Source: an optimization exercise on an open RTL-to-GDS flow (aim: small area). Production flows keep margins and buffers that such runs may drop. At most, simulation tests tie the RTL to the original design; equivalence was not proved. Function not checked in runs 1 and 2: the RTL went through the layout flow alone. Power figures rest on the tool's default switching activity, not on a simulated workload.

`flow/config.mk`:
```
export PLATFORM = sky130hd
export DESIGN_NAME = usb_interface_v1_0
export DESIGN_NICKNAME = usb_interface_v1_0
export VERILOG_FILES = /design/flow/design.v
export SDC_FILE = /design/flow/constraint.sdc
export NUM_CORES = 4
export LEC_CHECK = 0
export CAP_MARGIN = 20
export CORE_MARGIN = 2
export CORE_UTILIZATION = 75
export PLACE_DENSITY = 0.85
export SLEW_MARGIN = 20
```
`flow/constraint.sdc`:
```
create_clock -name core_clock -period 10.0 [get_ports {m00_axi_aclk}]
set_input_delay 2.0000 -clock core_clock [delete_from_list [all_inputs] [get_ports {m00_axi_aclk}]]
set_output_delay 2.0000 -clock core_clock [all_outputs]
set_load 0.01 [all_outputs]
```
`flow/design.v`:
```
`timescale 1 ns / 1 ps
module usb_interface_v1_0 #
(
	parameter RESET_CYCLES = 100,
	parameter  C_M00_AXI_START_DATA_VALUE	= 32'h00000000,
	parameter  C_M00_AXI_TARGET_SLAVE_BASE_ADDR	= 32'h00000000,
	parameter integer C_M00_AXI_ADDR_WIDTH	= 32,
	parameter integer C_M00_AXI_DATA_WIDTH	= 32,
	parameter integer C_M00_AXI_TRANSACTIONS_NUM	= 4
) (
	input wire [(8 - 1):0] usb_data_in,
	output wire [(8 - 1):0] usb_data_out,
	output wire usb_data_oe,
	input wire [(1 + 4 + 4 + 16)-8-1:0] usb_addr,
	input wire usb_rd_n,
	input wire usb_wr_n,
	input wire usb_ce_n,
	output wire sw_reset_n,
	input wire  m00_axi_aclk,
	input wire  m00_axi_aresetn,
	output wire [C_M00_AXI_ADDR_WIDTH-1 : 0] m00_axi_awaddr,
	output wire [2 : 0] m00_axi_awprot,
	output wire  m00_axi_awvalid,
	input wire  m00_axi_awready,
	output wire [C_M00_AXI_DATA_WIDTH-1 : 0] m00_axi_wdata,
	output wire [C_M00_AXI_DATA_WIDTH/8-1 : 0] m00_axi_wstrb,
	output wire  m00_axi_wvalid,
	input wire  m00_axi_wready,
	input wire [1 : 0] m00_axi_bresp,
	input wire  m00_axi_bvalid,
	output wire  m00_axi_bready,
	output wire [C_M00_AXI_ADDR_WIDTH-1 : 0] m00_axi_araddr,
	output wire [2 : 0] m00_axi_arprot,
	output wire  m00_axi_arvalid,
	input wire  m00_axi_arready,
	input wire [C_M00_AXI_DATA_WIDTH-1 : 0] m00_axi_rdata,
	input wire [1 : 0] m00_axi_rresp,
	input wire  m00_axi_rvalid,
	output wire  m00_axi_rready
);
	wire clk = m00_axi_aclk;
	wire rstn = m00_axi_aresetn;
	wire [((1 + 4 + 4 + 16) - 1):0] flit = {usb_addr, usb_data_in};
	wire parity_err = ^flit;
	wire [3:0] ftype = flit[23:20];
	wire [3:0] flen = flit[19:16];
	wire [15:0] payload = flit[15:0];
	reg r_ce_n;
	wire ce_edge = r_ce_n & ~usb_ce_n;
	wire rd_en = ce_edge & ~usb_rd_n;
	wire wr_en = ce_edge & ~usb_wr_n;
	wire stuck = rd_en & (usb_addr == 17'h0FF_FF);
	localparam S_WAIT = 4'd0;
	localparam S_RA   = 4'd1;    
	localparam S_WR   = 4'd2;    
	localparam S_SR   = 4'd3;    
	localparam S_WA   = 4'd7;    
	localparam S_WU   = 4'd4;    
	localparam S_WL   = 4'd5;    
	localparam S_SW   = 4'd6;    
	localparam S_SD   = 4'd8;    
	localparam S_RST  = 4'd9;    
	localparam S_R0   = 4'd12;   
	localparam S_R1   = 4'd13;   
	localparam S_R2   = 4'd14;   
	reg [3:0] state;
	reg [3:0] len;             
	reg [31:0] addr;           
	reg [15:0] wup;            
	reg [31:0] wword;          
	reg enq_pulse;             
	reg [4:0] wcount;          
	reg [1:0] rcount_hi;       
	reg [4:0] cnt;             
	reg [3:0] rptr;            
	reg [1:0] byte_cnt;
	reg rdeq_pulse;
	reg [7:0] resp_out;
	reg [1:0] isout_pipe;
	reg r_read_valid;
	reg r_rvalid;
	reg r_read_req, r_read_req_d;
	reg r_write_valid, r_write_valid_d;
	reg r_awvalid, r_wvalid, r_bready, r_arvalid;
	reg r_awready, r_wready;
	reg [31:0] r_awaddr, r_wdata, r_araddr;
	reg [31:0] rbuf [0:13];
	reg [15:0] rb14_lo;
	wire st_wait = state == S_WAIT;
	wire st_wr = state == S_WR;
	wire st_write = state == S_WU || state == S_WL || state == S_SW;
	wire wempty = wcount == cnt;
	wire rempty = cnt == 5'd0;
	wire write_valid = st_write & !wempty;
	wire write_deq = write_valid & r_awready & r_wready;
	wire read_enq = st_wr & r_rvalid & (cnt <= {1'b0, len});
	wire read_req = st_wr & !r_read_valid;
	wire rdeq = rdeq_pulse & !rempty;
	wire [31:0] addr_sum = addr + {cnt, 2'b00};
	wire [31:0] o_addr = (st_wr | write_valid) ? addr_sum : 32'd0;
	always @(posedge clk or negedge rstn) begin
		if (!rstn) begin
			state <= S_WAIT;
		end else if (stuck) begin
			state <= S_WAIT;
		end else begin
			case (state)
				S_WAIT: if (wr_en) begin
					if (parity_err) state <= S_R1;
					else case (ftype)
						4'h0: state <= S_RA;
						4'h2: state <= S_WA;
						4'h6: state <= S_RST;
						default: state <= S_R2;
					endcase
				end
				S_RA: if (wr_en) state <= (parity_err || ftype != 4'h1) ? S_R1 : S_WR;
				S_WA: if (wr_en) state <= parity_err ? S_R1 : (ftype == 4'h3) ? S_WU : S_R2;
				S_WU: if (wr_en) state <= parity_err ? S_R1 : (ftype == 4'h4) ? S_WL : S_R2;
				S_WL: if (wr_en) state <= parity_err ? S_R1 :
					(ftype == 4'h5) ? ((wcount[3:0] == len) ? S_SW : S_WU) : S_R2;
				S_SW: if (wempty && !enq_pulse) state <= S_R0;
				S_WR: if (cnt == {1'b0, len} + 5'd1) state <= S_SR;
				S_SR: if (rd_en) state <= S_SD;
				S_SD: if (rempty) state <= S_R0;
				S_RST: if ({rcount_hi, wcount} == RESET_CYCLES) state <= S_R0;
				S_R0, S_R1, S_R2: if (rd_en) state <= S_WAIT;
				default: state <= S_WAIT;
			endcase
		end
	end
	always @(posedge clk or negedge rstn) begin
		if (!rstn) begin
			r_ce_n <= 1'b1;
			byte_cnt <= 0;
			resp_out <= 8'hff;
			isout_pipe <= 0;
		end else begin
			r_ce_n <= usb_ce_n;
			isout_pipe <= {isout_pipe[0], (usb_ce_n == 1'b0 && usb_rd_n == 1'b0)};
			if (state == S_SD && rd_en)
				byte_cnt <= byte_cnt + 2'd1;
			if (rd_en) begin
				case (state)
					S_SR: resp_out <= 8'h03;
					S_SD: resp_out <= rempty ? 8'h00 : rhead[byte_cnt * 8 +: 8];
					S_R0: resp_out <= 8'h00;
					S_R1: resp_out <= 8'h01;
					S_R2: resp_out <= 8'h02;
					default: resp_out <= 8'hff;
				endcase
			end
		end
	end
	always @(posedge clk) begin
		if (st_wait) begin
			len <= flen;
			addr[31:16] <= payload;
		end
		if (state == S_RA || state == S_WA)
			addr[15:0] <= payload;
		enq_pulse <= state == S_WL && wr_en && !parity_err && ftype == 4'h5 && !stuck;
		rdeq_pulse <= state == S_SD && rd_en && byte_cnt == 2'd3;
		r_read_valid <= r_rvalid;
		r_rvalid <= m00_axi_rvalid;
		r_read_req <= read_req;
		r_read_req_d <= r_read_req;
		r_write_valid <= write_valid;
		r_write_valid_d <= r_write_valid;
		if (st_wait) begin
			{rcount_hi, wcount} <= 0;
			cnt <= 0;
			rptr <= 0;
		end else begin
			if (enq_pulse || state == S_RST)
				{rcount_hi, wcount} <= {rcount_hi, wcount} + 7'd1;
			if (read_enq | write_deq)
				cnt <= cnt + 5'd1;
			else if (rdeq)
				cnt <= cnt - 5'd1;
			if (rdeq)
				rptr <= rptr + 4'd1;
		end
	end
	wire [4:0] cnt_next = cnt + {4'd0, read_enq};
	wire rbuf_we = m00_axi_rvalid && (state == S_RA || st_wr) && !cnt_next[4];
	wire [3:0] widx = cnt_next[3:0];
	always @(posedge clk) begin
		if (rbuf_we && widx < 4'd14)
			rbuf[widx] <= m00_axi_rdata;
		if (rbuf_we && widx == 4'd14)
			rb14_lo <= m00_axi_rdata[15:0];
		if (state == S_WU)
			wup <= payload;
		else if (rbuf_we && widx == 4'd14)
			wup <= m00_axi_rdata[31:16];
		if (state == S_WL)
			wword <= {wup, payload};
		else if (rbuf_we && widx == 4'd15)
			wword <= m00_axi_rdata;
	end
	wire [31:0] rhead = (rptr == 4'd15) ? wword : (rptr == 4'd14) ? {wup, rb14_lo} : rbuf[rptr];
	wire raise_read = r_read_req & ~r_read_req_d;
	wire raise_write = r_write_valid & ~r_write_valid_d;
	always @(posedge clk) begin
		if (!rstn) begin
			r_awvalid <= 1'b0;
			r_wvalid <= 1'b0;
			r_bready <= 1'b0;
			r_arvalid <= 1'b0;
			r_awready <= 1'b0;
			r_wready <= 1'b0;
			r_awaddr <= 0;
			r_wdata <= C_M00_AXI_START_DATA_VALUE;
			r_araddr <= 0;
		end else begin
			if (raise_write)
				r_awvalid <= 1'b1;
			else if (m00_axi_awready)
				r_awvalid <= 1'b0;
			if (raise_write)
				r_wvalid <= 1'b1;
			else if (m00_axi_wready)
				r_wvalid <= 1'b0;
			if (r_awready && r_wready) begin
				r_awready <= 1'b0;
				r_wready <= 1'b0;
			end else begin
				if (m00_axi_awready)
					r_awready <= 1'b1;
				if (m00_axi_wready)
					r_wready <= 1'b1;
			end
			r_bready <= m00_axi_bvalid & ~r_bready;
			if (raise_read)
				r_arvalid <= 1'b1;
			else if (m00_axi_arready)
				r_arvalid <= 1'b0;
			if (raise_write) begin
				r_awaddr <= o_addr;
				r_wdata <= wempty ? 32'd0 : wword;
			end
			if (raise_read)
				r_araddr <= o_addr;
		end
	end
	assign usb_data_out = resp_out;
	assign usb_data_oe = isout_pipe[1];
	assign sw_reset_n = (state == S_RST) ? 1'b0 : 1'b1;
	assign m00_axi_awaddr = C_M00_AXI_TARGET_SLAVE_BASE_ADDR + r_awaddr;
	assign m00_axi_awprot = 3'b000;
	assign m00_axi_awvalid = r_awvalid;
	assign m00_axi_wdata = r_wdata;
	assign m00_axi_wstrb = 4'b1111;
	assign m00_axi_wvalid = r_wvalid;
	assign m00_axi_bready = r_bready;
	assign m00_axi_araddr = C_M00_AXI_TARGET_SLAVE_BASE_ADDR + r_araddr;
	assign m00_axi_arprot = 3'b001;
	assign m00_axi_arvalid = r_arvalid;
	assign m00_axi_rready = read_req;
endmodule
```
`flow/standard.sh`:
```
#!/bin/bash
# synth_recipe.tcl (not shown) runs the flow's synth.tcl, then flattens the netlist and writes it again
# the make line also repeats each setting of config.mk as NAME=value (left out here)
make -C /OpenROAD-flow-scripts/flow DESIGN_CONFIG=/design/flow/config.mk WORK_HOME=/design/flow/orfs CLKGATE_MAP_FILE= SYNTH_SCRIPT=/design/flow/synth_recipe.tcl "${@:-finish}"
```
`flow/flow/run.sh`:
```
#!/bin/bash
# Layout: the standard synthesis and ORFS flow, with two changes after
# synthesis: the port buffers are the smallest buffer (buf_1) instead of the
# default pick, and clock tree synthesis uses larger sink clusters and adds
# no dummy loads.
set -euo pipefail
bash standard.sh synth > synth.log 2>&1
bash standard.sh \
  'BUFFER_PORTS_ARGS=-buffer_cell sky130_fd_sc_hd__buf_1' \
  'CTS_ARGS=-sink_clustering_enable -repair_clock_nets -dont_use_dummy_load -sink_clustering_size 25 -sink_clustering_max_diameter 80 -buf_list {sky130_fd_sc_hd__clkbuf_8 sky130_fd_sc_hd__clkbuf_16}' \
  finish > layout.log 2>&1
```
==> results of run 1 <==
[logic make-up (layout without fill, tap and decap cells)]
logic type | after synthesis | after routing | share of synthesized area [%]
compound gates | 286 | 286 | 6.369
buf+inv | 140 | 272 | 2.242
fa+ha+maj | 35 | 35 | 1.573
mux | 223 | 223 | 13.28
xor+xnor | 69 | 69 | 2.146
simple gates | 420 | 420 | 6.677
flops | 695 | 695 | 67.69
other cells | 2 | 11 | 0.02608
[stage by stage]
step                      utilization [%]  setup slack (ps)  power (mW)  instances
after global placement              79.40              5197       4.745       2483
after global routing                81.95              4735       6.444       2522
after detailed placement            79.40              4965       4.793       2483
final                               81.95              5077       6.251       2522
after floorplan                         -              5085       4.355       1878
after CTS                           81.65              4967       6.207       2517
[layer usage]
layer	global-route usage [%]	part of all wire, %	up-vias
li1	-	-	7382
met1	50.88	34	8766
met2	62.38	49	1416
met3	7.208	12	271
met4	19.56	5.1	0
met5	0	0	-
[final cells by class]
type | count | area, um^2
tap | 511 | 639.4
inverter | 28 | 105.1
clock buffer | 34 | 850.8
sequential | 695 | 19510
multi-input combinational | 1043 | 8840
timing repair buffer | 210 | 998.5
fill | 1878 | 6814
antenna | 1 | 2.502
[critical path, cell delays in order (launching register included)]
cell	delay (ps)
sky130_fd_sc_hd__dfxtp_1	770
sky130_fd_sc_hd__ha_1	370
sky130_fd_sc_hd__nor2b_1	130
sky130_fd_sc_hd__o21a_1	160
sky130_fd_sc_hd__o21a_1	160
sky130_fd_sc_hd__o21ai_0	320
sky130_fd_sc_hd__and2_1	200
sky130_fd_sc_hd__ha_1	180
sky130_fd_sc_hd__ha_1	330
sky130_fd_sc_hd__nand3_1	130
sky130_fd_sc_hd__xnor2_1	190
sky130_fd_sc_hd__o2111ai_1	210
sky130_fd_sc_hd__inv_1	120
sky130_fd_sc_hd__nand3b_1	320
sky130_fd_sc_hd__nor2_1	200
sky130_fd_sc_hd__buf_4	290
sky130_fd_sc_hd__or2_2	500
[path summary, 6_finish.rpt]
path | slack [ps] | cells after the start | startpoint | to
worst max register to register | 5080 | 16 | cnt[1] | wup[10]
worst max-delay path | 5080 | 16 | cnt[1] | wup[10]
worst min-delay path | 350 | 0 | isout_pipe[0] | isout_pipe[1]
max in group asynchronous | 7900 | 2 | m00_axi_aresetn | isout_pipe[0]
worst min register to register | 350 | 0 | isout_pipe[0] | isout_pipe[1]
min in group asynchronous | 1600 | 2 | m00_axi_aresetn | byte_cnt[0]
[cells in the mapped netlist, types with 9 or more instances]
cell type / count / area (um^2)
sky130_fd_sc_hd__edfxtp_1: 548 / 16460
sky130_fd_sc_hd__mux2i_1: 24 / 240.2
sky130_fd_sc_hd__xnor2_1: 39 / 341.6
sky130_fd_sc_hd__clkbuf_1: 69 / 259.0
sky130_fd_sc_hd__nand2_1: 170 / 638.1
sky130_fd_sc_hd__nor4_1: 9 / 56.30
sky130_fd_sc_hd__xor2_1: 29 / 254.0
sky130_fd_sc_hd__nor3_1: 20 / 100.1
sky130_fd_sc_hd__buf_4: 17 / 127.6
sky130_fd_sc_hd__nor2_1: 83 / 311.6
sky130_fd_sc_hd__o21ai_0: 83 / 415.4
sky130_fd_sc_hd__a21o_1: 9 / 67.56
sky130_fd_sc_hd__dfstp_2: 9 / 236.5
sky130_fd_sc_hd__mux4_2: 118 / 2658
sky130_fd_sc_hd__a31oi_1: 10 / 62.56
sky130_fd_sc_hd__buf_2: 14 / 70.07
sky130_fd_sc_hd__and3_1: 10 / 62.56
sky130_fd_sc_hd__a21oi_1: 57 / 285.3
sky130_fd_sc_hd__inv_1: 27 / 101.4
sky130_fd_sc_hd__a21boi_0: 53 / 397.9
sky130_fd_sc_hd__nand3_1: 64 / 320.3
sky130_fd_sc_hd__dfxtp_1: 130 / 2603
sky130_fd_sc_hd__ha_1: 33 / 412.9
sky130_fd_sc_hd__mux2_2: 80 / 900.9
sky130_fd_sc_hd__and2_1: 15 / 93.84
[sequential cells by signal, indices dropped and copies added, names as in the netlist, 5 cells and up, named ones only]
signal and flops:
addr 32, r_awaddr 32, wup 16, wcount 5, rbuf 448, r_araddr 32
cnt 5, r_wdata 32, rb14_lo 16, resp_out 8, wword 32
[power by group through the flow]
stage / combinational (mW) / clock [mW] / sequential [mW]
3_3_place_gp: 1.19 / 0 / 3.56
2_1_floorplan: 0.869 / 0 / 3.49
3_5_place_dp: 1.23 / 0 / 3.57
4_1_cts: 1.25 / 1.45 / 3.51
6_report: 1.28 / 1.46 / 3.52
5_1_grt: 1.37 / 1.54 / 3.53
[cell usage in the layout (no fill, tap or decap), types with 6 or more instances in the layout]
master	instances
sky130_fd_sc_hd__a211oi_1	8
sky130_fd_sc_hd__a21boi_0	53
sky130_fd_sc_hd__a21o_1	9
sky130_fd_sc_hd__a21oi_1	57
sky130_fd_sc_hd__a31oi_1	10
sky130_fd_sc_hd__and2_1	15
sky130_fd_sc_hd__and3_1	10
sky130_fd_sc_hd__buf_1	176
sky130_fd_sc_hd__buf_4	28
sky130_fd_sc_hd__clkbuf_16	34
sky130_fd_sc_hd__conb_1	10
sky130_fd_sc_hd__dfrtp_1	8
sky130_fd_sc_hd__dfstp_2	9
sky130_fd_sc_hd__dfxtp_1	126
sky130_fd_sc_hd__edfxtp_1	548
sky130_fd_sc_hd__ha_1	33
sky130_fd_sc_hd__inv_1	27
sky130_fd_sc_hd__mux2_2	80
sky130_fd_sc_hd__mux2i_1	24
sky130_fd_sc_hd__mux4_2	118
sky130_fd_sc_hd__nand2_1	170
sky130_fd_sc_hd__nand3_1	64
sky130_fd_sc_hd__nand4_1	8
sky130_fd_sc_hd__nor2_1	68
sky130_fd_sc_hd__nor2_4	15
sky130_fd_sc_hd__nor2b_1	6
sky130_fd_sc_hd__nor3_1	19
sky130_fd_sc_hd__nor3b_1	7
sky130_fd_sc_hd__nor4_1	8
sky130_fd_sc_hd__o21ai_0	83
sky130_fd_sc_hd__o31ai_1	6
sky130_fd_sc_hd__or3_1	8
sky130_fd_sc_hd__xnor2_1	39
sky130_fd_sc_hd__xor2_1	29
==> out/results.tsv, run 1 <==
metric	value	unit
Max-cap violations	0	
CP required	10210	ps
area of the die	39990	um^2
transition at the pin with the smallest max-transition slack	1108	ps
Slew Viols, Final	0	
via-per-instance ratio	7.072	
Bufs on Longest Clock Path	3	
Min Hold Slack	345.2	ps
sum of negative setup slack	0	ps
total count of hold-check failures in the final report	0	
Reg clk slew, reported paths	90	ps
register bit total from synthesis	695	
GRT Util Overall	38.47	%
Cell Area, Placed	29980	um^2
last weighted congestion value of the routability-driven placer	0.9454	
final-stage net count	2118	
net load switching power	1.867	mW
number of library cell types mapped by synthesis	77	
endpoint type of the worst setup path	flip-flop	
power density relative to cell area	202.0	nW/um^2
I/O pin count	192	
1st-iter DRT viols	2200	
number of global-route vias before repair	17290	
number of sinks driven by the clock tree	695	
number of remaining DRC errors	0	
die height	200.0	um
total of warnings raised by yosys	1	
number of buffers created by CTS	34	
synthesized netlist cell count	1870	
maximum number of pins on one net before global-route repair	86	
Worst setup SP type	flip-flop	
final cycle utilization of the critical path	49.23	%
clock network power share	23.3	%
clock insertion delay at the later pin of the skew report	580	ps
post-synthesis sequential area ratio	67.69	%
main flop type after synthesis	sky130_fd_sc_hd__edfxtp_1	
total non-filler cell area in the finished layout	30940	um^2
mean post-synth cell area	15.40	um^2
maximum frequency from static timing analysis	0.2031	GHz
Hold Path Class	flip-flop to flip-flop	
CTS-repair resized insts	0	
worst max-slew margin expressed relative to the limit	25.77	%
count of flip-flops with a built-in enable after synthesis	548	
number of setup violations in the final report	0	
half-perimeter wire length after placement	44760	um
number of placement rows	71	
antenna violations before repair	3	
Antenna Violating Nets Remaining	0	
H-tree lvl count	2	
post-cts hold buffer count	0	
switching share of total power	29.86	%
share of flip-flops with an asynchronous set or reset after synthesis	2.446	%
synthesis-to-finish area growth	7.429	%
sequential cell fraction of total power	56.2	%
routed wirelength normalized by instance count	29.82	um
crit-path max FO	17	
worst setup skew after layout	34.59	ps
master cell of the clock root buffer	sky130_fd_sc_hd__clkbuf_16	
result of the run	finished clean	
IO buf count	177	
number of setup buffers added after CTS	0	
peak supply drop	0.1761	mV
internal power component	4.384	mW
grt total ovfl	0	
Initial Util	76.29	%
leakage power summed over all cells	9.689	nW
core outline area	37760	um^2
Netlist Area Pre-Place	28800	um^2
chip width	200.0	um
Data arrival, critical path	5140	ps
minimum period implied by the final worst setup slack	4923	ps
critical path start-end classification	flip-flop to flip-flop	
first-pass GRT wire length	109600	um
RSZ-0062 raised after global routing	false	
overall routed net length	75200	um
fraction of final layout cells with drive strength greater than 1	15.32	%
number of optimization iterations in the first detailed-route pass	5	
total number of vias	17840	
clock tree from TritonCTS	yes	
proportion of power drawn by combinational gates	20.4	%
==> run 2: changes to the inputs <==
--- a/flow/config.mk
+++ b/flow/config.mk
@@ -7,6 +7,6 @@
 export LEC_CHECK = 0
 export CAP_MARGIN = 20
 export CORE_MARGIN = 2
-export CORE_UTILIZATION = 75
-export PLACE_DENSITY = 0.85
+export CORE_UTILIZATION = 85
+export PLACE_DENSITY = 0.92
 export SLEW_MARGIN = 20
==> run 2 against run 1 <==
Effect of this change: the run now fails in global routing (5_1_grt); synthesized area unchanged; synthesized cell count did not move.
==> out/results.tsv, run 2 <==
metric	value	unit
result of the run	did not finish	
stage reached	global routing (5_1_grt)	
stop err	[ERROR GRT-0232] Routing congestion too high. Check the congestion heatmap in the GUI.	
count of flip-flops with a built-in enable after synthesis	548	
CTS-repair resized insts	0	
last weighted congestion value of the routability-driven placer	0.9222	
number of buffers created by CTS	34	
share of synthesized cell area in full adder, half adder and majority cells	1.573	%
IO buf count	177	
synthesized netlist cell count	1870	
library cell with the largest summed area after synthesis	sky130_fd_sc_hd__edfxtp_1	
master cell of the clock root buffer	sky130_fd_sc_hd__clkbuf_16	
Initial Util	86.11	%
area fraction in compound gates after synthesis	6.369	%
chip width	188.1	um
post-synthesis sequential area ratio	67.69	%
I/O pin count	192	
area fraction of the dominant cell type after synthesis	57.14	%
half-perimeter wire length after placement	58340	um
grt total ovfl	352	
antenna violations before repair	36	
register bit total from synthesis	695	
area share of xor/xnor cells in the synthesized design	2.146	%
share of flip-flops with an asynchronous set or reset after synthesis	2.446	%
ranking of synthesized cells by area	sky130_fd_sc_hd__edfxtp_1 (57%), sky130_fd_sc_hd__mux4_2 (9.2%), sky130_fd_sc_hd__dfxtp_1 (9.0%)	
number of library cell types mapped by synthesis	77	
number of sinks driven by the clock tree	695	
mean post-synth cell area	15.40	um^2
Bufs on Longest Clock Path	3	
simple-gate area share of the yosys netlist	6.677	%
largest family of logic cells by synthesized area	multiplexers	
Cell Area, Placed	29990	um^2
main flop type after synthesis	sky130_fd_sc_hd__edfxtp_1	
maximum number of pins on one net before global-route repair	78	
number of placement rows	67	
Netlist Area Pre-Place	28800	um^2
number of setup buffers added after CTS	0	
post-cts hold buffer count	0	
mux contribution to synthesized area	13.28	%
cell with the most instances after synthesis	sky130_fd_sc_hd__edfxtp_1	
worst-case setup slack after placement	4602	ps
total of warnings raised by yosys	1	
H-tree lvl count	2	
most common library cells after synthesis	sky130_fd_sc_hd__edfxtp_1 (548), sky130_fd_sc_hd__nand2_1 (170), sky130_fd_sc_hd__dfxtp_1 (130)	
die height	188.1	um
GRT Util Overall	90.19	%
-- run 2: metrics by stage --
step | std cells | hold WS, ps | power [mW]
2_1_floorplan | 1878 | 323.2 | 4.355
3_3_place_gp | 2425 | 328.1 | 4.730
3_5_place_dp | 2428 | 349.5 | 4.929
4_1_cts | 2462 | 362.2 | 6.468
-- run 2: how the worst max path moves through the flow --
stage	slack (ps)	endpoint	cells after the start	startpoint
after floorplan	5090	wword[0]	15	cnt[1]
after global placement	5080	rbuf[7][8]	14	cnt[1]
after detailed placement	4600	wup[10]	16	cnt[1]
after CTS	3810	wup[14]	16	cnt[1]
-- run 2: cell families after synthesis --
logic type	count (synthesis)
xor gates and xnor gates	69
AOI/OAI and AO/OA	286
DFF	695
buffers and inverters	140
and+or+nand+nor	420
muxes	223
adders and majority gates	35
other	2
-- run 2: power by group through the flow --
stage / logic [mW] / registers, mW / clock network [mW]
4_1_cts: 1.43 / 3.55 / 1.48
2_1_floorplan: 0.869 / 3.49 / 0
3_3_place_gp: 1.17 / 3.56 / 0
3_5_place_dp: 1.33 / 3.60 / 0
-- run 2: metal layers --
| layer | global-route usage (%) | GRT overflow |
|---|---|---|
| met4 | 89.73 | 123 |
| met3 | 82.87 | 37 |
| met5 | 61.68 | 6 |
| met2 | 97.57 | 163 |
| met1 | 91.51 | 23 |
==> run 3: changes to the inputs <==
--- a/flow/design.v
+++ b/flow/design.v
@@ -210,9 +210,6 @@
 			r_arvalid <= 1'b0;
 			r_awready <= 1'b0;
 			r_wready <= 1'b0;
-			r_awaddr <= 0;
-			r_wdata <= C_M00_AXI_START_DATA_VALUE;
-			r_araddr <= 0;
 		end else begin
 			if (raise_write)
 				r_awvalid <= 1'b1;
@@ -236,13 +233,16 @@
 				r_arvalid <= 1'b1;
 			else if (m00_axi_arready)
 				r_arvalid <= 1'b0;
-			if (raise_write) begin
-				r_awaddr <= o_addr;
-				r_wdata <= wempty ? 32'd0 : wword;
-			end
-			if (raise_read)
-				r_araddr <= o_addr;
-		end
+		end
+	end
+	wire [31:0] o_addr_r = (rstn & (st_wr | write_valid)) ? addr_sum : 32'd0;
+	always @(posedge clk) begin
+		if (raise_write | !rstn) begin
+			r_awaddr <= o_addr_r;
+			r_wdata <= (rstn & !wempty) ? wword : 32'd0;
+		end
+		if (raise_read | !rstn)
+			r_araddr <= o_addr_r;
 	end
 	assign usb_data_out = resp_out;
 	assign usb_data_oe = isout_pipe[1];
--- a/flow/config.mk
+++ b/flow/config.mk
@@ -7,6 +7,6 @@
 export LEC_CHECK = 0
 export CAP_MARGIN = 20
 export CORE_MARGIN = 2
-export CORE_UTILIZATION = 85
-export PLACE_DENSITY = 0.92
+export CORE_UTILIZATION = 75
+export PLACE_DENSITY = 0.85
 export SLEW_MARGIN = 20
==> run 3 against run 2 <==
Effect of this change: the run now finishes clean; synthesized cell count decreased by 12%; synthesized area is 0.64% lower.
==> out/results.tsv, run 3 <==
metric	value	unit
Max-cap violations	0	
CP required	10260	ps
I/O pin count	192	
highest signal layer in the routed design	met4	
Initial Util	76.16	%
origin of the worst min-delay path	r_rvalid	
power density relative to cell area	201.1	nW/um^2
sum of internal, switching and leakage power	6.164	mW
grt total ovfl	0	
mean post-synth cell area	17.43	um^2
proportion of power drawn by combinational gates	18.1	%
sequential cell fraction of total power	59.8	%
peak supply drop	0.1660	mV
Antenna Violating Nets Remaining	0	
clock insertion delay at the later pin of the skew report	620	ps
Bufs on Longest Clock Path	3	
number of remaining DRC errors	0	
CTS-repair resized insts	0	
overall routed net length	69960	um
Data arrival, critical path	4920	ps
synthesis-to-finish area growth	7.127	%
number of placement rows	71	
GRT Util Overall	36.13	%
die height	199.3	um
number of library cell types mapped by synthesis	76	
maximum number of pins on one net before global-route repair	68	
library cell with the largest summed area after synthesis	sky130_fd_sc_hd__edfxtp_1	
area of the die	39730	um^2
minimum period implied by the final worst setup slack	4664	ps
Slew Viols, Final	0	
net load switching power	1.720	mW
antenna violations before repair	2	
H-tree lvl count	1	
endpoint type of the worst setup path	flip-flop	
commonest non-fill, non-tap cell in the layout	sky130_fd_sc_hd__edfxtp_1	
Reg2Reg Capture Point	wup[6]	
RSZ-0062 raised after global routing	false	
register bit total from synthesis	695	
Cells after DPL	2277	
chip width	199.3	um
total of warnings raised by yosys	1	
number of setup violations in the final report	0	
most frequent cells in the layout	sky130_fd_sc_hd__edfxtp_1 (644), sky130_fd_sc_hd__buf_1 (176), sky130_fd_sc_hd__mux4_2 (111)	
post-synthesis sequential area ratio	71.48	%
master cell of the clock root buffer	sky130_fd_sc_hd__clkbuf_16	
transition at the pin with the smallest max-transition slack	1145	ps
Hold Path Class	flip-flop to flip-flop	
register-to-register path setup slack	5340	ps
number of buffers created by CTS	31	
sum of met2 wire segment lengths after detailed routing	34720	um
cell with the most instances after synthesis	sky130_fd_sc_hd__edfxtp_1	
max FFs per register	448	
total count of hold-check failures in the final report	0	
Largest Register	rbuf	
Netlist Area Pre-Place	28620	um^2
ranking of synthesized cells by area	sky130_fd_sc_hd__edfxtp_1 (68%), sky130_fd_sc_hd__mux4_2 (8.7%), sky130_fd_sc_hd__mux2_2 (2.8%)	
final non-filler cell total	2309	
depth of the worst register-to-register path	16	
Reg clk slew, reported paths	100	ps
count of flip-flops with a built-in enable after synthesis	644	
internal power component	4.445	mW
core outline area	37580	um^2
first-pass GRT wire length	101500	um
result of the run	finished clean	
most common library cells after synthesis	sky130_fd_sc_hd__edfxtp_1 (644), sky130_fd_sc_hd__nor2_1 (124), sky130_fd_sc_hd__mux4_2 (111)	
amount of wire on met3 after detailed routing	8366	um
half-perimeter wire length after placement	42060	um
via-per-instance ratio	7.036	
final-stage net count	1905	
cell depth of the worst hold path	0	
number of optimization iterations in the first detailed-route pass	8	
final cycle utilization of the critical path	46.64	%
switching share of total power	27.90	%
number of sinks driven by the clock tree	695	
fraction of final layout cells with drive strength greater than 1	16.08	%
routed wirelength normalized by instance count	30.30	um
maximum frequency from static timing analysis	0.2144	GHz
total non-filler cell area in the finished layout	30660	um^2
clock tree from TritonCTS	yes	
synthesized netlist cell count	1642	
Worst setup SP type	flip-flop	
worst max-slew margin expressed relative to the limit	23.47	%
1st-iter DRT viols	2002	
Critical R2R Launch	cnt[1]	
area fraction of the dominant cell type after synthesis	67.58	%
IO buf count	177	
post-cts hold buffer count	0	
critical path start-end classification	flip-flop to flip-flop	
wire length on met1	24060	um
crit-path max FO	17	
total number of vias	16250	
worst hold endpoint	r_read_valid	
leakage power summed over all cells	9.873	nW
clock network power share	22.1	%
worst setup skew after layout	14.59	ps
number of setup buffers added after CTS	0	
sum of negative setup slack	0	ps
number of global-route vias before repair	15820	
main flop type after synthesis	sky130_fd_sc_hd__edfxtp_1	
Cell Area, Placed	29870	um^2
last weighted congestion value of the routability-driven placer	0.9193	
share of flip-flops with an asynchronous set or reset after synthesis	2.446	%
run 3: changes by cell type after synthesis, moves of 8 or more:
cell / delta
sky130_fd_sc_hd__a21boi_0: -49
sky130_fd_sc_hd__a21oi_1: -14
sky130_fd_sc_hd__and2_1: -8
sky130_fd_sc_hd__and3_1: +34
sky130_fd_sc_hd__clkbuf_1: -15
sky130_fd_sc_hd__dfxtp_1: -96
sky130_fd_sc_hd__edfxtp_1: +96
sky130_fd_sc_hd__mux2_2: -8
sky130_fd_sc_hd__nand2_1: -98
sky130_fd_sc_hd__nand3_1: -40
sky130_fd_sc_hd__nor2_1: +41
sky130_fd_sc_hd__o21ai_0: -47
run 3: area by class of cell:
cell class	instances	area, um^2
well taps	511	639.4
flip-flops and latches	695	20460
clock buffers	31	775.7
fillers	1847	6920
multi-input cells	836	7760
inverters	24	90.09
repair buffers	211	924.6
diodes	1	2.502
run 3: critical path, cell delays in order (launching register included):
cell and delay [ps]:
sky130_fd_sc_hd__dfxtp_1 760, sky130_fd_sc_hd__ha_1 360, sky130_fd_sc_hd__nor2b_1 130, sky130_fd_sc_hd__o21a_1 160
sky130_fd_sc_hd__o21a_1 160, sky130_fd_sc_hd__o21ai_0 170, sky130_fd_sc_hd__and2_1 220, sky130_fd_sc_hd__ha_1 180
sky130_fd_sc_hd__ha_1 300, sky130_fd_sc_hd__nand3_1 130, sky130_fd_sc_hd__xor2_1 160, sky130_fd_sc_hd__o211ai_1 150
sky130_fd_sc_hd__inv_1 100, sky130_fd_sc_hd__nand3b_1 290, sky130_fd_sc_hd__nor2_1 200, sky130_fd_sc_hd__buf_4 310
sky130_fd_sc_hd__or2_2 490
run 3: worst max path at each step:
stage,from,cells after the start,end
after global routing,cnt[1],16,wup[14]
after floorplan,cnt[1],15,wword[0]
after CTS,cnt[1],16,wup[11]
after global placement,usb_addr[1],10,state[0]
final,cnt[1],16,wup[6]
after detailed placement,cnt[1],16,wup[11]
run 3: kinds of logic (layout without fill, tap and decap cells):
family	count (synthesis)	in the layout	share of synthesized area, %
buffers and inverters	119	266	2.016
AOI/OAI and AO/OA	164	164	3.795
other	2	11	0.02624
DFF	695	695	71.48
muxes	214	214	13.12
adders and majority gates	35	35	1.583
xor gates and xnor gates	71	71	2.221
and+or+nand+nor	342	342	5.758
run 3: power groups by stage:
stage | combinational (mW) | sequential (mW) | clock, mW
after floorplan | 0.694 | 3.71 | 0
after global placement | 1.05 | 3.73 | 0
after detailed placement | 1.09 | 3.75 | 0
after CTS | 1.10 | 3.68 | 1.37
after global routing | 1.21 | 3.71 | 1.45
final | 1.11 | 3.69 | 1.36
run 3: routing by layer:
layer  GRT usage [%]  vias to the layer above
met4           13.94                        0
met1           49.05                     8069
met5               0                        -
li1                -                     6700
met2           60.09                     1281
met3           6.059                      196
run 3: per-stage QoR:
step | hold WS (ps) | worst slack, ps | util [%]
after floorplan | 323.2 | 5226 | -
after global placement | 330.1 | 5394 | 79.45
after detailed placement | 340.2 | 5382 | 79.50
after CTS | 358.1 | 5362 | 81.56
after global routing | 368.0 | 5081 | 81.58
final | 356.6 | 5336 | 81.58
==> run 4: changes to the inputs <==
--- a/flow/design.v
+++ b/flow/design.v
@@ -143,7 +143,7 @@
 			if (rd_en) begin
 				case (state)
 					S_SR: resp_out <= 8'h03;
-					S_SD: resp_out <= rempty ? 8'h00 : rhead[byte_cnt * 8 +: 8];
+					S_SD: resp_out <= rempty ? 8'h00 : rbyte;
 					S_R0: resp_out <= 8'h00;
 					S_R1: resp_out <= 8'h01;
 					S_R2: resp_out <= 8'h02;
@@ -199,7 +199,22 @@
 		else if (rbuf_we && widx == 4'd15)
 			wword <= m00_axi_rdata;
 	end
-	wire [31:0] rhead = (rptr == 4'd15) ? wword : (rptr == 4'd14) ? {wup, rb14_lo} : rbuf[rptr];
+	wire [511:0] rflat;
+	genvar gi;
+	generate
+		for (gi = 0; gi < 14; gi = gi + 1) begin : g_rflat
+			assign rflat[gi*32 +: 32] = rbuf[gi];
+		end
+	endgenerate
+	assign rflat[14*32 +: 32] = {wup, rb14_lo};
+	assign rflat[15*32 +: 32] = wword;
+	reg [7:0] rbyte;
+	integer bi;
+	always @(*) begin
+		rbyte = 8'd0;
+		for (bi = 0; bi < 64; bi = bi + 1)
+			rbyte = rbyte | (rflat[bi*8 +: 8] & {8{{rptr, byte_cnt} == bi[5:0]}});
+	end
 	wire raise_read = r_read_req & ~r_read_req_d;
 	wire raise_write = r_write_valid & ~r_write_valid_d;
 	always @(posedge clk) begin
--- a/flow/config.mk
+++ b/flow/config.mk
@@ -7,6 +7,7 @@
 export LEC_CHECK = 0
 export CAP_MARGIN = 20
 export CORE_MARGIN = 2
-export CORE_UTILIZATION = 75
-export PLACE_DENSITY = 0.85
+export CORE_UTILIZATION = 70
+export GPL_TIMING_DRIVEN = 0
+export PLACE_DENSITY = 0.8
 export SLEW_MARGIN = 20
==> run 4 against run 3 <==
Effect of this change: synthesized cell count rose by 7.2%; sequential cell count shrank 4; cell area fell by 0.24%; sequential share of layout area fell by 0.13 points; clock skew is 34 ps higher; combinational power up 26%; clock-buffer cell count increased by 4; register-to-register slack better by 90 ps; sequential power barely moved; largest power group unchanged; final cell count is 9.5% higher; first-iteration DRC count rose by 56%.
==> out/results.tsv, run 4 <==
metric	value	unit
number of library cell types mapped by synthesis	70	
transition at the pin with the smallest max-transition slack	1350	ps
routed wirelength normalized by instance count	33.60	um
sum of negative setup slack	0	ps
half-perimeter wire length after placement	57430	um
critical path start-end classification	flip-flop to flip-flop	
Cells after DPL	2492	
synthesized netlist cell count	1761	
number of setup violations in the final report	0	
Max-cap violations	0	
Critical R2R Launch	cnt[0]	
antenna violations before repair	1	
sum of internal, switching and leakage power	6.550	mW
fraction of final layout cells with drive strength greater than 1	9.900	%
Min Hold Slack	340.2	ps
Largest Register	rbuf	
clock tree from TritonCTS	yes	
clock insertion delay at the later pin of the skew report	600	ps
library cell with the largest summed area after synthesis	sky130_fd_sc_hd__edfxtp_1	
total of warnings raised by yosys	1	
Netlist Area Pre-Place	27570	um^2
launch point of the worst path	cnt[0]	
mean post-synth cell area	15.66	um^2
total number of vias	18340	
number of buffers created by CTS	35	
area fraction of the dominant cell type after synthesis	70.13	%
Hold Path Class	flip-flop to flip-flop	
number of global-route vias before repair	17330	
post-synthesis sequential area ratio	73.90	%
number of optimization iterations in the first detailed-route pass	6	
die height	202.5	um
worst setup skew after layout	48.47	ps
final-stage net count	2123	
number of setup buffers added after CTS	0	
GRT Util Overall	41.90	%
count of antenna diodes in the layout	0	
minimum period implied by the final worst setup slack	4577	ps
register bit total from synthesis	691	
Data arrival, critical path	4800	ps
IO buf count	177	
Bufs on Longest Clock Path	3	
leakage power summed over all cells	9.848	nW
1st-iter DRT viols	3125	
Reg clk slew, reported paths	90	ps
RSZ-0062 raised after global routing	false	
endpoint type of the worst setup path	flip-flop	
via-per-instance ratio	7.255	
maximum number of pins on one net before global-route repair	63	
main flop type after synthesis	sky130_fd_sc_hd__edfxtp_1	
post-cts hold buffer count	0	
grt total ovfl	0	
number of placement rows	72	
crit-path max FO	17	
synthesis-to-finish area growth	10.91	%
setup ws final	5423	ps
number of sinks driven by the clock tree	691	
core outline area	38740	um^2
cell with the most instances after synthesis	sky130_fd_sc_hd__edfxtp_1	
ranking of synthesized cells by area	sky130_fd_sc_hd__edfxtp_1 (70%), sky130_fd_sc_hd__a22oi_1 (5.3%), sky130_fd_sc_hd__dfxtp_1 (2.2%)	
worst-case setup slack after placement	5079	ps
Worst setup SP type	flip-flop	
overall routed net length	84940	um
first-pass GRT wire length	120000	um
final non-filler cell total	2528	
commonest non-fill, non-tap cell in the layout	sky130_fd_sc_hd__edfxtp_1	
I/O pin count	192	
most common library cells after synthesis	sky130_fd_sc_hd__edfxtp_1 (644), sky130_fd_sc_hd__a22oi_1 (194), sky130_fd_sc_hd__nor2_1 (112)	
chip width	202.5	um
origin of the worst min-delay path	r_read_req	
H-tree lvl count	2	
CP required	10220	ps
area of the die	40990	um^2
final cycle utilization of the critical path	45.77	%
last weighted congestion value of the routability-driven placer	0.9657	
worst max-slew margin expressed relative to the limit	9.673	%
result of the run	finished clean	
Antenna Violating Nets Remaining	0	
Initial Util	71.18	%
max FFs per register	448	
Slew Viols, Final	0	
peak supply drop	0.1816	mV
CTS-repair resized insts	0	
total count of hold-check failures in the final report	0	
power density relative to cell area	214.2	nW/um^2
number of remaining DRC errors	0	
share of flip-flops with an asynchronous set or reset after synthesis	2.460	%
filler instances	2178	
maximum frequency from static timing analysis	0.2185	GHz
count of flip-flops with a built-in enable after synthesis	644	
master cell of the clock root buffer	sky130_fd_sc_hd__clkbuf_16	
most frequent cells in the layout	sky130_fd_sc_hd__edfxtp_1 (644), sky130_fd_sc_hd__a22oi_1 (194), sky130_fd_sc_hd__buf_1 (186)	
-- run 4: cell types whose count changed after synthesis, moves of 21 or more --
cell and delta:
sky130_fd_sc_hd__a221oi_1 +23, sky130_fd_sc_hd__a22o_1 +21, sky130_fd_sc_hd__a22oi_1 +190, sky130_fd_sc_hd__and2_1 +31, sky130_fd_sc_hd__and3_1 -34, sky130_fd_sc_hd__mux2_2 -21, sky130_fd_sc_hd__mux4_2 -111, sky130_fd_sc_hd__nand4_1 +42
-- run 4: worst paths after layout --
path	endpoint	slack, ps	cells after the start
hold / removal	r_read_req_d	340	0
hold reg to reg	r_read_req_d	340	0
setup / recovery	wup[6]	5420	15
max in group asynchronous	resp_out[5]	8310	1
min in group asynchronous	byte_cnt[1]	1360	1
setup reg to reg	wup[6]	5420	15
-- run 4: cell type report --
type / count / area (um^2) / share of cell area, %
multi-input combinational: 951 / 6872 / 22.47
clock buffer: 35 / 875.8 / 2.864
sequential: 691 / 20380 / 66.62
inverter: 32 / 120.1 / 0.3927
tap: 518 / 648.1 / 2.119
buffer: 95 / 421.7 / 1.379
timing repair buffer: 206 / 1270 / 4.153
-- run 4: logic make-up after synthesis --
family	count (synthesis)	share of synthesized area [%]
simple gates	423	8.286
mux	60	2.409
buf+inv	127	1.956
other cells	2	0.02724
xor+xnor	63	2.110
fa+ha+maj	41	1.910
compound gates	354	9.407
flops	691	73.90
-- run 4: layer usage --
metal | share of wire (%) | track usage [%]
met5 | 0.020 | 0
met4 | 6.9 | 24.01
met3 | 16 | 11.64
met2 | 44 | 62.44
met1 | 33 | 56.52
-- run 4: per-stage QoR --
step | cell area [um^2] | utilization [%]
detailed placement | 29690 | 76.66
CTS | 30570 | 78.92
global placement | 28920 | 74.65
global route | 30580 | 78.95
finish | 30580 | 78.95
floorplan | 27600 | -
-- run 4: worst max-delay path: stages (launching register included) --
cell	delay [ps]
sky130_fd_sc_hd__dfxtp_1	490
sky130_fd_sc_hd__inv_1	170
sky130_fd_sc_hd__ha_1	340
sky130_fd_sc_hd__nand4_1	100
sky130_fd_sc_hd__o21ai_0	80
sky130_fd_sc_hd__a21oi_1	220
sky130_fd_sc_hd__nor2_1	90
sky130_fd_sc_hd__ha_1	200
sky130_fd_sc_hd__ha_1	180
sky130_fd_sc_hd__clkbuf_1	180
sky130_fd_sc_hd__nand3_1	140
sky130_fd_sc_hd__xor2_1	180
sky130_fd_sc_hd__nand4_1	170
sky130_fd_sc_hd__nand2b_1	370
sky130_fd_sc_hd__nor2_4	750
sky130_fd_sc_hd__or2_2	550
-- run 4: power breakdown --
part	internal (mW)	leakage [nW]	switching, mW
Combinational	0.470	3.04	0.933
Clock	0.629	0.431	0.850
Sequential	3.52	6.38	0.143
==> run 5: changes to the inputs <==
==> flow/flow/run.sh (replaced) <==
#!/bin/bash
# Layout: the standard synthesis and ORFS flow, with two changes after
# synthesis: the port buffers are the smallest buffer (buf_1) instead of the
# default pick, and clock tree synthesis uses larger sink clusters and adds
# no dummy loads.
set -euo pipefail
bash standard.sh synth > synth.log 2>&1
bash standard.sh \
  'BUFFER_PORTS_ARGS=-buffer_cell sky130_fd_sc_hd__buf_1' GPL_KEEP_OVERFLOW=0 \
  'CTS_ARGS=-sink_clustering_enable -repair_clock_nets -dont_use_dummy_load -sink_clustering_size 30 -sink_clustering_max_diameter 60 -buf_list {sky130_fd_sc_hd__clkbuf_8 sky130_fd_sc_hd__clkbuf_16}' \
  finish > layout.log 2>&1
--- a/flow/config.mk
+++ b/flow/config.mk
@@ -5,9 +5,8 @@
 export SDC_FILE = /design/flow/constraint.sdc
 export NUM_CORES = 4
 export LEC_CHECK = 0
-export CAP_MARGIN = 20
+export CAP_MARGIN = 0
 export CORE_MARGIN = 2
 export CORE_UTILIZATION = 70
-export GPL_TIMING_DRIVEN = 0
 export PLACE_DENSITY = 0.8
-export SLEW_MARGIN = 20
+export SLEW_MARGIN = 0
==> run 5 against run 4 <==
Effect of this change: now fails the layout checks on capacitance limit, slew limit; non-clock buffer count is 98 lower; critical path depth is 8 lower; register-to-register slack better by 50 ps; synthesized cell count unchanged; final cell count fell by 3.8%; setup slack better by 50 ps; sequential power up 1%; via count is 2.8% lower; cell area decreased by 1.3%; wire length down 4.8%; largest cell class unchanged; highest routed layer unchanged.
==> out/results.tsv, run 5 <==
metric	value	unit
routed wirelength normalized by instance count	33.24	um
master cell of the clock root buffer	sky130_fd_sc_hd__clkbuf_16	
area share of xor/xnor cells in the synthesized design	2.110	%
count of flip-flops with a built-in enable after synthesis	644	
cell with the most instances after synthesis	sky130_fd_sc_hd__edfxtp_1	
result of the run	finished with violations	
Initial Util	71.18	%
kind of cell adding the most delay to the critical path	simple AND/OR/NAND/NOR gates	
CP max stage cell	sky130_fd_sc_hd__nor2_1	
1st-iter DRT viols	3249	
total count of hold-check failures in the final report	0	
clock tree from TritonCTS	yes	
largest family of logic cells by synthesized area	compound AO/OA/AOI/OAI gates	
Antenna Violating Nets Remaining	0	
synthesized netlist cell count	1761	
number of setup buffers added after CTS	0	
total non-filler cell area in the finished layout	30180	um^2
peak supply drop	0.1530	mV
Netlist Area Pre-Place	27570	um^2
share of synthesized cell area in full adder, half adder and majority cells	1.910	%
final-stage net count	2026	
Hold Path Class	flip-flop to flip-flop	
Worst setup SP type	flip-flop	
synthesis-to-finish area growth	9.438	%
I/O pin count	192	
mean post-synth cell area	15.66	um^2
area fraction in compound gates after synthesis	9.406	%
most common library cells after synthesis	sky130_fd_sc_hd__edfxtp_1 (644), sky130_fd_sc_hd__a22oi_1 (194), sky130_fd_sc_hd__nor2_1 (112)	
die height	202.5	um
commonest non-fill, non-tap cell in the layout	sky130_fd_sc_hd__edfxtp_1	
grt total ovfl	0	
Min Hold Slack	347.8	ps
setup ws final	5472	ps
maximum number of pins on one net before global-route repair	45	
number of optimization iterations in the first detailed-route pass	9	
total number of vias	17830	
antenna violations before repair	1	
Cell Area, Placed	29240	um^2
clock insertion delay at the later pin of the skew report	610	ps
IO buf count	177	
Reg clk slew, reported paths	90	ps
CP required	10510	ps
chip width	202.5	um
number of library cell types mapped by synthesis	70	
CP cell instances	nand2_1 -> nor2_1 -> a22oi_1 -> nand4_1 -> nor4_1 -> a21oi_1 -> o22a_1	
Slew Viols, Final	73	
RSZ-0062 raised after global routing	false	
SO Faults	capacitance limit, slew limit	
total of warnings raised by yosys	1	
most frequent cells in the layout	sky130_fd_sc_hd__edfxtp_1 (644), sky130_fd_sc_hd__a22oi_1 (194), sky130_fd_sc_hd__buf_1 (176)	
final cycle utilization of the critical path	45.28	%
Max-cap violations	9	
share of flip-flops with an asynchronous set or reset after synthesis	2.460	%
Largest Register	rbuf	
worst setup skew after layout	51.40	ps
last weighted congestion value of the routability-driven placer	0.9795	
critical path start-end classification	flip-flop to flip-flop	
post-synthesis sequential area ratio	73.90	%
crit-path max FO	44	
leakage power summed over all cells	9.610	nW
number of placement rows	72	
register-to-register path setup slack	5470	ps
slowest cell delay on critical path	1330	ps
sum of negative setup slack	0	ps
CTS-repair resized insts	0	
mux contribution to synthesized area	2.409	%
minimum period implied by the final worst setup slack	4528	ps
worst-case setup slack after placement	5114	ps
GRT Util Overall	39.92	%
overall routed net length	80870	um
power density relative to cell area	216.1	nW/um^2
register bit total from synthesis	691	
area fraction of the dominant cell type after synthesis	70.13	%
Critical R2R Launch	rptr[2]	
post-cts hold buffer count	0	
origin of the worst min-delay path	isout_pipe[0]	
sum of internal, switching and leakage power	6.522	mW
number of remaining DRC errors	0	
max FFs per register	448	
number of buffers created by CTS	36	
endpoint type of the worst setup path	flip-flop	
number of setup violations in the final report	0	
ranking of synthesized cells by area	sky130_fd_sc_hd__edfxtp_1 (70%), sky130_fd_sc_hd__a22oi_1 (5.3%), sky130_fd_sc_hd__dfxtp_1 (2.2%)	
cell depth of the worst hold path	0	
depth of the worst register-to-register path	7	
core outline area	38740	um^2
via-per-instance ratio	7.327	
number of global-route vias before repair	16610	
main flop type after synthesis	sky130_fd_sc_hd__edfxtp_1	
number of sinks driven by the clock tree	691	
Bufs on Longest Clock Path	3	
simple-gate area share of the yosys netlist	8.286	%
transition at the pin with the smallest max-transition slack	1653	ps
library cell with the largest summed area after synthesis	sky130_fd_sc_hd__edfxtp_1	
worst hold endpoint	isout_pipe[1]	
H-tree lvl count	2	
Data arrival, critical path	5040	ps
Buf+Inv Stages, Crit Path	0	
maximum frequency from static timing analysis	0.2209	GHz
Reg2Reg Capture Point	resp_out[4]	
worst max-slew margin expressed relative to the limit	-10.63	%
fraction of final layout cells with drive strength greater than 1	8.887	%
half-perimeter wire length after placement	53800	um
first-pass GRT wire length	115100	um
area of the die	40990	um^2
[run 5: logic make-up after synthesis]
| group | after synthesis |
|---|---|
| multiplexers | 60 |
| flip-flops | 691 |
| other | 2 |
| AND/OR/NAND/NOR | 423 |
| XOR/XNOR | 63 |
| buffers and inverters | 127 |
| adder cells (fa/ha/maj) | 41 |
| AO/OA/AOI/OAI | 354 |
[run 5: worst max-delay path by stage]
stage,start,end,cells after the start,slack [ps]
6_report,rptr[2],resp_out[4],7,5470
5_1_grt,state[1],wup[3],12,5450
3_5_place_dp,m00_axi_aresetn,r_araddr[15],2,5110
3_3_place_gp,cnt[1],rbuf[3][12],12,3900
4_1_cts,m00_axi_aresetn,r_araddr[24],2,5690
2_1_floorplan,len[1],wword[0],14,5540
[run 5: stage by stage]
step / util, % / cells
final: 77.90 / 2433
after global routing: 77.89 / 2431
after floorplan: - / 1769
after CTS: 77.80 / 2430
after global placement: 73.57 / 2369
after detailed placement: 75.47 / 2394
[run 5: final cells by class]
cell class | instances | area, um^2
sequential | 691 | 20380
fill | 2174 | 8561
multi-input combinational | 951 | 6970
timing repair buffer | 203 | 1154
clock buffer | 36 | 900.9
tap | 518 | 648.1
inverter | 32 | 120.1
antenna | 2 | 5.005
[run 5: power breakdown]
part | leakage [nW] | switching (mW) | internal [mW]
Combinational | 2.78 | 0.849 | 0.477
Sequential | 6.38 | 0.185 | 3.52
Clock | 0.444 | 0.842 | 0.646
Total | 9.61 | 1.88 | 4.65
[run 5: per-layer routing]
metal / global-route usage, % / wire [um] / vias up
li1: - / - / 7205
met1: 53.50 / 26660 / 8483
met2: 58.60 / 35090 / 1768
met3: 12.83 / 13250 / 369
met4: 22.73 / 5839 / 2
met5: 0 / 38 / -
==> run 6: changes to the inputs <==
--- a/flow/config.mk
+++ b/flow/config.mk
@@ -5,8 +5,8 @@
 export SDC_FILE = /design/flow/constraint.sdc
 export NUM_CORES = 4
 export LEC_CHECK = 0
-export CAP_MARGIN = 0
+export CAP_MARGIN = 20
 export CORE_MARGIN = 2
 export CORE_UTILIZATION = 70
 export PLACE_DENSITY = 0.8
-export SLEW_MARGIN = 0
+export SLEW_MARGIN = 20
==> run 6 against run 5 <==
Effect of this change: now clean on timing, DRC and antenna; sequential power is essentially flat; non-clock buffer count grew 10; die area stayed put; largest cell class unchanged; combinational power hardly changed; global-route usage grew 0.86 points; clock power up 3%.
==> out/results.tsv, run 6 <==
metric	value	unit
Critical R2R Launch	state[3]	
synthesized netlist cell count	1761	
most common library cells after synthesis	sky130_fd_sc_hd__edfxtp_1 (644), sky130_fd_sc_hd__a22oi_1 (194), sky130_fd_sc_hd__nor2_1 (112)	
half-perimeter wire length after placement	55020	um
total number of vias	18110	
cell depth of the worst hold path	0	
chip width	202.5	um
net load switching power	1.905	mW
total count of hold-check failures in the final report	0	
die height	202.5	um
endpoint type of the worst setup path	flip-flop	
CP max stage cell	sky130_fd_sc_hd__nor2_4	
master cell of the clock root buffer	sky130_fd_sc_hd__clkbuf_16	
number of optimization iterations in the first detailed-route pass	6	
power density relative to cell area	216.0	nW/um^2
total non-filler cell area in the finished layout	30460	um^2
Max-cap violations	0	
Hold Path Class	flip-flop to flip-flop	
main flop type after synthesis	sky130_fd_sc_hd__edfxtp_1	
grt total ovfl	0	
last weighted congestion value of the routability-driven placer	0.9795	
cell with the most instances after synthesis	sky130_fd_sc_hd__edfxtp_1	
final non-filler cell total	2444	
clock tree from TritonCTS	yes	
library cell with the largest summed area after synthesis	sky130_fd_sc_hd__edfxtp_1	
critical path start-end classification	flip-flop to flip-flop	
count of flip-flops with a built-in enable after synthesis	644	
Reg2Reg Capture Point	wup[11]	
leakage power summed over all cells	9.728	nW
clock insertion delay at the later pin of the skew report	610	ps
H-tree lvl count	2	
minimum period implied by the final worst setup slack	4760	ps
commonest non-fill, non-tap cell in the layout	sky130_fd_sc_hd__edfxtp_1	
share of flip-flops with an asynchronous set or reset after synthesis	2.460	%
filler instances	2135	
Worst setup SP type	flip-flop	
register-to-register path setup slack	5240	ps
number of library cell types mapped by synthesis	70	
first-pass GRT wire length	117600	um
peak supply drop	0.1578	mV
depth of the worst register-to-register path	12	
Largest Register	rbuf	
post-cts hold buffer count	0	
sum of negative setup slack	0	ps
Reg clk slew, reported paths	70	ps
overall routed net length	83110	um
final cycle utilization of the critical path	47.60	%
CP cell instances	nor2_1 -> and2_1 -> nand3b_1 -> nor2_1 -> ha_1 -> ha_1 -> nand3_1 -> xor2_1 -> nand4_1 -> nand2b_1 -> nor2_4 -> or2_2	
Cell Area, Placed	29490	um^2
number of cells on the critical path	12	
Buf+Inv Stages, Crit Path	0	
proportion of power drawn by combinational gates	20.3	%
fraction of final layout cells with drive strength greater than 1	10.44	%
area occupied by registers	20380	um^2
Min Hold Slack	349.8	ps
clock network power share	23.3	%
core outline area	38740	um^2
Cells after DPL	2404	
number of setup buffers added after CTS	0	
final-stage net count	2038	
launch point of the worst path	state[3]	
Slew Viols, Final	0	
synthesis-to-finish area growth	10.48	%
sum of internal, switching and leakage power	6.582	mW
origin of the worst min-delay path	isout_pipe[0]	
CP required	10220	ps
I/O pin count	192	
number of placement rows	72	
area fraction of the dominant cell type after synthesis	70.13	%
register bit total from synthesis	691	
post-synthesis sequential area ratio	73.90	%
Data arrival, critical path	4980	ps
area of the die	40990	um^2
kind of cell adding the most delay to the critical path	simple AND/OR/NAND/NOR gates	
Antenna Violating Nets Remaining	0	
number of remaining DRC errors	0	
via-per-instance ratio	7.411	
worst max-slew margin expressed relative to the limit	8.490	%
1st-iter DRT viols	3331	
maximum number of pins on one net before global-route repair	64	
transition at the pin with the smallest max-transition slack	1368	ps
sequential cell fraction of total power	56.4	%
result of the run	finished clean	
GRT Util Overall	40.78	%
maximum frequency from static timing analysis	0.2101	GHz
Netlist Area Pre-Place	27570	um^2
number of buffers created by CTS	38	
RSZ-0062 raised after global routing	false	
Bufs on Longest Clock Path	3	
multi-input logic area	7034	um^2
antenna violations before repair	0	
number of global-route vias before repair	17080	
worst setup skew after layout	64.18	ps
number of setup violations in the final report	0	
slowest cell delay on critical path	810	ps
CTS-repair resized insts	0	
number of sinks driven by the clock tree	691	
worst hold endpoint	isout_pipe[1]	
IO buf count	177	
switching share of total power	28.94	%
total of warnings raised by yosys	1	
crit-path max FO	17	
internal power component	4.677	mW
max FFs per register	448	
most frequent cells in the layout	sky130_fd_sc_hd__edfxtp_1 (644), sky130_fd_sc_hd__a22oi_1 (194), sky130_fd_sc_hd__buf_1 (176)	
mean post-synth cell area	15.66	um^2
ranking of synthesized cells by area	sky130_fd_sc_hd__edfxtp_1 (70%), sky130_fd_sc_hd__a22oi_1 (5.3%), sky130_fd_sc_hd__dfxtp_1 (2.2%)	
routed wirelength normalized by instance count	34.00	um
Initial Util	71.18	%
run 6: power groups by stage:
stage / Sequential [mW] / Combinational, mW / Clock, mW
finish: 3.71 / 1.33 / 1.53
global route: 3.74 / 1.43 / 1.61
CTS: 3.71 / 1.31 / 1.52
detailed placement: 3.77 / 1.30 / 0
global placement: 3.77 / 1.16 / 0
floorplan: 3.76 / 0.765 / 0
run 6: per-stage QoR:
stage	utilization [%]	worst slack, ps
6_report	78.64	5240
5_1_grt	78.64	5122
2_1_floorplan	-	5545
4_1_cts	78.59	5421
3_3_place_gp	73.57	3899
3_5_place_dp	76.13	5344
run 6: metal layers:
layer | vias up | wire length, um | share of wire [%] | global-route usage (%)
met5 | - | 0 | 0 | 0
met4 | 0 | 6343 | 7.6 | 25.60
met3 | 404 | 13430 | 16 | 12.97
met2 | 1848 | 36130 | 43 | 59.85
met1 | 8630 | 27200 | 33 | 53.69
li1 | 7230 | - | - | -
run 6: worst max path at each step:
| stage | endpoint | slack (ps) |
|---|---|---|
| CTS | wup[11] | 5420 |
| global route | wup[11] | 5120 |
| finish | wup[11] | 5240 |
| detailed placement | state[3] | 5340 |
| floorplan | wword[0] | 5540 |
| global placement | rbuf[3][12] | 3900 |
run 6: cells by family (layout without fill, tap and decap cells):
| kind of cell | Yosys count | after routing | synth area share [%] |
|---|---|---|---|
| buf+inv | 127 | 283 | 1.956 |
| other cells | 2 | 11 | 0.02724 |
| simple gates | 423 | 423 | 8.286 |
| compound gates | 354 | 354 | 9.407 |
| xor+xnor | 63 | 63 | 2.110 |
| mux | 60 | 60 | 2.409 |
| flops | 691 | 691 | 73.90 |
| fa+ha+maj | 41 | 41 | 1.910 |
run 6: final cells by class:
type,count,share of cell area (%)
antenna,1,0.008214
multi-input combinational,951,23.09
sequential,691,66.89
inverter,32,0.3984
timing repair buffer,213,4.362
clock buffer,38,3.121
tap,518,2.127
==> run 7: changes to the inputs <==
--- a/flow/flow/run.sh
+++ b/flow/flow/run.sh
@@ -6,6 +6,6 @@
 set -euo pipefail
 bash standard.sh synth > synth.log 2>&1
 bash standard.sh \
-  'BUFFER_PORTS_ARGS=-buffer_cell sky130_fd_sc_hd__buf_1' GPL_KEEP_OVERFLOW=0 \
+  'BUFFER_PORTS_ARGS=-buffer_cell sky130_fd_sc_hd__buf_1' \
   'CTS_ARGS=-sink_clustering_enable -repair_clock_nets -dont_use_dummy_load -sink_clustering_size 30 -sink_clustering_max_diameter 60 -buf_list {sky130_fd_sc_hd__clkbuf_8 sky130_fd_sc_hd__clkbuf_16}' \
   finish > layout.log 2>&1
--- a/flow/config.mk
+++ b/flow/config.mk
@@ -5,8 +5,9 @@
 export SDC_FILE = /design/flow/constraint.sdc
 export NUM_CORES = 4
 export LEC_CHECK = 0
-export CAP_MARGIN = 20
+export CAP_MARGIN = 0
 export CORE_MARGIN = 2
 export CORE_UTILIZATION = 70
+export GPL_ROUTABILITY_DRIVEN = 0
 export PLACE_DENSITY = 0.8
-export SLEW_MARGIN = 20
+export SLEW_MARGIN = 0
==> run 7 against run 6 <==
Effect of this change: via count is 0.52% lower; final cell count rose by 0.94%; non-clock buffer count is 22 higher; cell area down 1.3%; sequential share of layout area up 0.89 points; clock skew grew 22 ps; fmax rose by 9.0%; hold slack got worse by 36 ps; combinational power down 3%; power down 0.77%; clock power about the same; sequential power about the same.
==> out/results.tsv, run 7 <==
metric	value	unit
commonest non-fill, non-tap cell in the layout	sky130_fd_sc_hd__edfxtp_1	
clock insertion delay at the later pin of the skew report	590	ps
origin of the worst min-delay path	r_rvalid	
Reg2Reg Capture Point	wup[6]	
register bit total from synthesis	691	
mean post-synth cell area	15.66	um^2
library cell with the largest summed area after synthesis	sky130_fd_sc_hd__edfxtp_1	
number of sinks driven by the clock tree	691	
1st-iter DRT viols	3294	
I/O pin count	192	
routed wirelength normalized by instance count	32.88	um
number of placement rows	72	
most common library cells after synthesis	sky130_fd_sc_hd__edfxtp_1 (644), sky130_fd_sc_hd__a22oi_1 (194), sky130_fd_sc_hd__nor2_1 (112)	
number of global-route vias before repair	17110	
Critical R2R Launch	cnt[2]	
CP max stage cell	sky130_fd_sc_hd__dfxtp_1	
number of setup violations in the final report	0	
ranking of synthesized cells by area	sky130_fd_sc_hd__edfxtp_1 (70%), sky130_fd_sc_hd__a22oi_1 (5.3%), sky130_fd_sc_hd__dfxtp_1 (2.2%)	
core outline area	38740	um^2
RSZ-0062 raised after global routing	false	
result of the run	finished clean	
area share of xor/xnor cells in the synthesized design	2.110	%
peak supply drop	0.2118	mV
sum of met2 wire segment lengths after detailed routing	35420	um
half-perimeter wire length after placement	51770	um
share of flip-flops with an asynchronous set or reset after synthesis	2.460	%
most frequent cells in the layout	sky130_fd_sc_hd__edfxtp_1 (644), sky130_fd_sc_hd__a22oi_1 (194), sky130_fd_sc_hd__buf_1 (176)	
post-cts hold buffer count	0	
first-pass GRT wire length	116000	um
final-stage net count	2060	
Worst setup SP type	flip-flop	
synthesis-to-finish area growth	9.016	%
Netlist Area Pre-Place	27570	um^2
final non-filler cell total	2467	
power density relative to cell area	217.3	nW/um^2
launch point of the worst path	cnt[2]	
simple-gate area share of the yosys netlist	8.286	%
synthesized netlist cell count	1761	
antenna violations before repair	0	
Cell Area, Placed	29100	um^2
cell depth of the worst hold path	0	
fraction of final layout cells with drive strength greater than 1	9.913	%
maximum frequency from static timing analysis	0.2289	GHz
crit-path max FO	17	
via-per-instance ratio	7.303	
CP cell instances	ha_1 -> nand4_1 -> o21ai_0 -> a21oi_1 -> nor2_1 -> ha_1 -> ha_1 -> nand3_1 -> xor2_1 -> nand4_1 -> nand2b_1 -> nor2_2 -> buf_4 -> or2_2	
Antenna Violating Nets Remaining	0	
highest signal layer in the routed design	met5	
kind of cell adding the most delay to the critical path	simple AND/OR/NAND/NOR gates	
Buf+Inv Stages, Crit Path	1	
count of flip-flops with a built-in enable after synthesis	644	
worst max-slew margin expressed relative to the limit	10.06	%
die height	202.5	um
worst setup skew after layout	86.05	ps
amount of wire on met3 after detailed routing	13810	um
number of buffers created by CTS	38	
maximum number of pins on one net before global-route repair	65	
number of optimization iterations in the first detailed-route pass	8	
post-synthesis sequential area ratio	73.90	%
CP required	10200	ps
final cycle utilization of the critical path	43.68	%
number of setup buffers added after CTS	0	
Hold Path Class	flip-flop to flip-flop	
CP dominant cell by count	sky130_fd_sc_hd__ha_1	
clock tree from TritonCTS	yes	
cell with the most instances after synthesis	sky130_fd_sc_hd__edfxtp_1	
max FFs per register	448	
area of the die	40990	um^2
area fraction of the dominant cell type after synthesis	70.13	%
sum of internal, switching and leakage power	6.531	mW
Initial Util	71.18	%
filler instances	2176	
main flop type after synthesis	sky130_fd_sc_hd__edfxtp_1	
IO buf count	177	
Reg clk slew, reported paths	70	ps
register-to-register path setup slack	5630	ps
grt total ovfl	0	
total non-filler cell area in the finished layout	30060	um^2
endpoint type of the worst setup path	flip-flop	
CTS-repair resized insts	0	
Slew Viols, Final	0	
transition at the pin with the smallest max-transition slack	1344	ps
share of synthesized cell area in full adder, half adder and majority cells	1.910	%
mux contribution to synthesized area	2.409	%
slowest cell delay on critical path	710	ps
Data arrival, critical path	4570	ps
area fraction in compound gates after synthesis	9.406	%
H-tree lvl count	2	
minimum period implied by the final worst setup slack	4368	ps
leakage power summed over all cells	9.726	nW
total of warnings raised by yosys	1	
depth of the worst register-to-register path	14	
Cells after DPL	2427	
wire length on met1	26110	um
largest family of logic cells by synthesized area	compound AO/OA/AOI/OAI gates	
master cell of the clock root buffer	sky130_fd_sc_hd__clkbuf_16	
GRT Util Overall	40.07	%
number of library cell types mapped by synthesis	70	
sum of negative setup slack	0	ps
total count of hold-check failures in the final report	0	
Largest Register	rbuf	
chip width	202.5	um
total number of vias	18020	
worst hold endpoint	r_read_valid	
critical path start-end classification	flip-flop to flip-flop	
overall routed net length	81120	um
Bufs on Longest Clock Path	3	
Max-cap violations	0	
number of remaining DRC errors	0	
[run 7: how the worst max path moves through the flow]
stage                    end  depth (start not counted)
floorplan           wword[0]                         14
global placement    state[3]                         10
detailed placement  state[3]                         10
CTS                   wup[6]                         14
global route          wup[8]                         14
finish                wup[6]                         14
[run 7: through the flow]
step           hold slack (ps)  util, %  setup WS [ps]
6_report                 313.9    77.60           5632
5_1_grt                  320.3    77.59           5367
4_1_cts                  314.1    77.59           5718
3_5_place_dp             339.6    75.13           5337
3_3_place_gp             333.5    75.13           5407
2_1_floorplan            330.9        -           5545
[run 7: kinds of logic after synthesis]
family / after synthesis
xor+xnor: 63
fa+ha+maj: 41
compound gates: 354
buf+inv: 127
other cells: 2
flops: 691
simple gates: 423
mux: 60
[run 7: layout make-up]
cell class	count	area, um^2	share of cell area, %
flip-flops and latches	691	20380	67.78
multi-input cells	951	6859	22.82
repair buffers	235	1101	3.663
clock buffers	38	950.9	3.163
well taps	518	648.1	2.156
inverters	32	120.1	0.3996
diodes	2	5.005	0.01665
[run 7: where the power goes]
part / internal [mW] / switching (mW)
clock network: 0.680 / 0.851
registers: 3.53 / 0.185
logic: 0.435 / 0.854
total: 4.64 / 1.89
[run 7: per-layer routing]
metal  GRT usage [%]  vias to the layer above
li1                -                     7279
met1           53.00                     8519
met2           59.45                     1856
met3           12.81                      361
met4           22.94                        2
met5          0.9524                        -
[run 7: worst reg2reg max path, delay by kind of cell, from the launching register on]
family          cells  cell delay [ps]
flops               1              710
buf+inv             1              370
xor+xnor            1              190
simple gates        7             1470
fa+ha+maj           3              860
compound gates      2              410

Re-timed with assumed drivers on the ports (clkbuf_16 on the clock, buf_2 on other inputs), run 7 has 5.631 ns of setup slack against 5.632 ns with ideal ports, and 5.283 ns once port delays also move by the mid clock arrival of 0.603 ns.
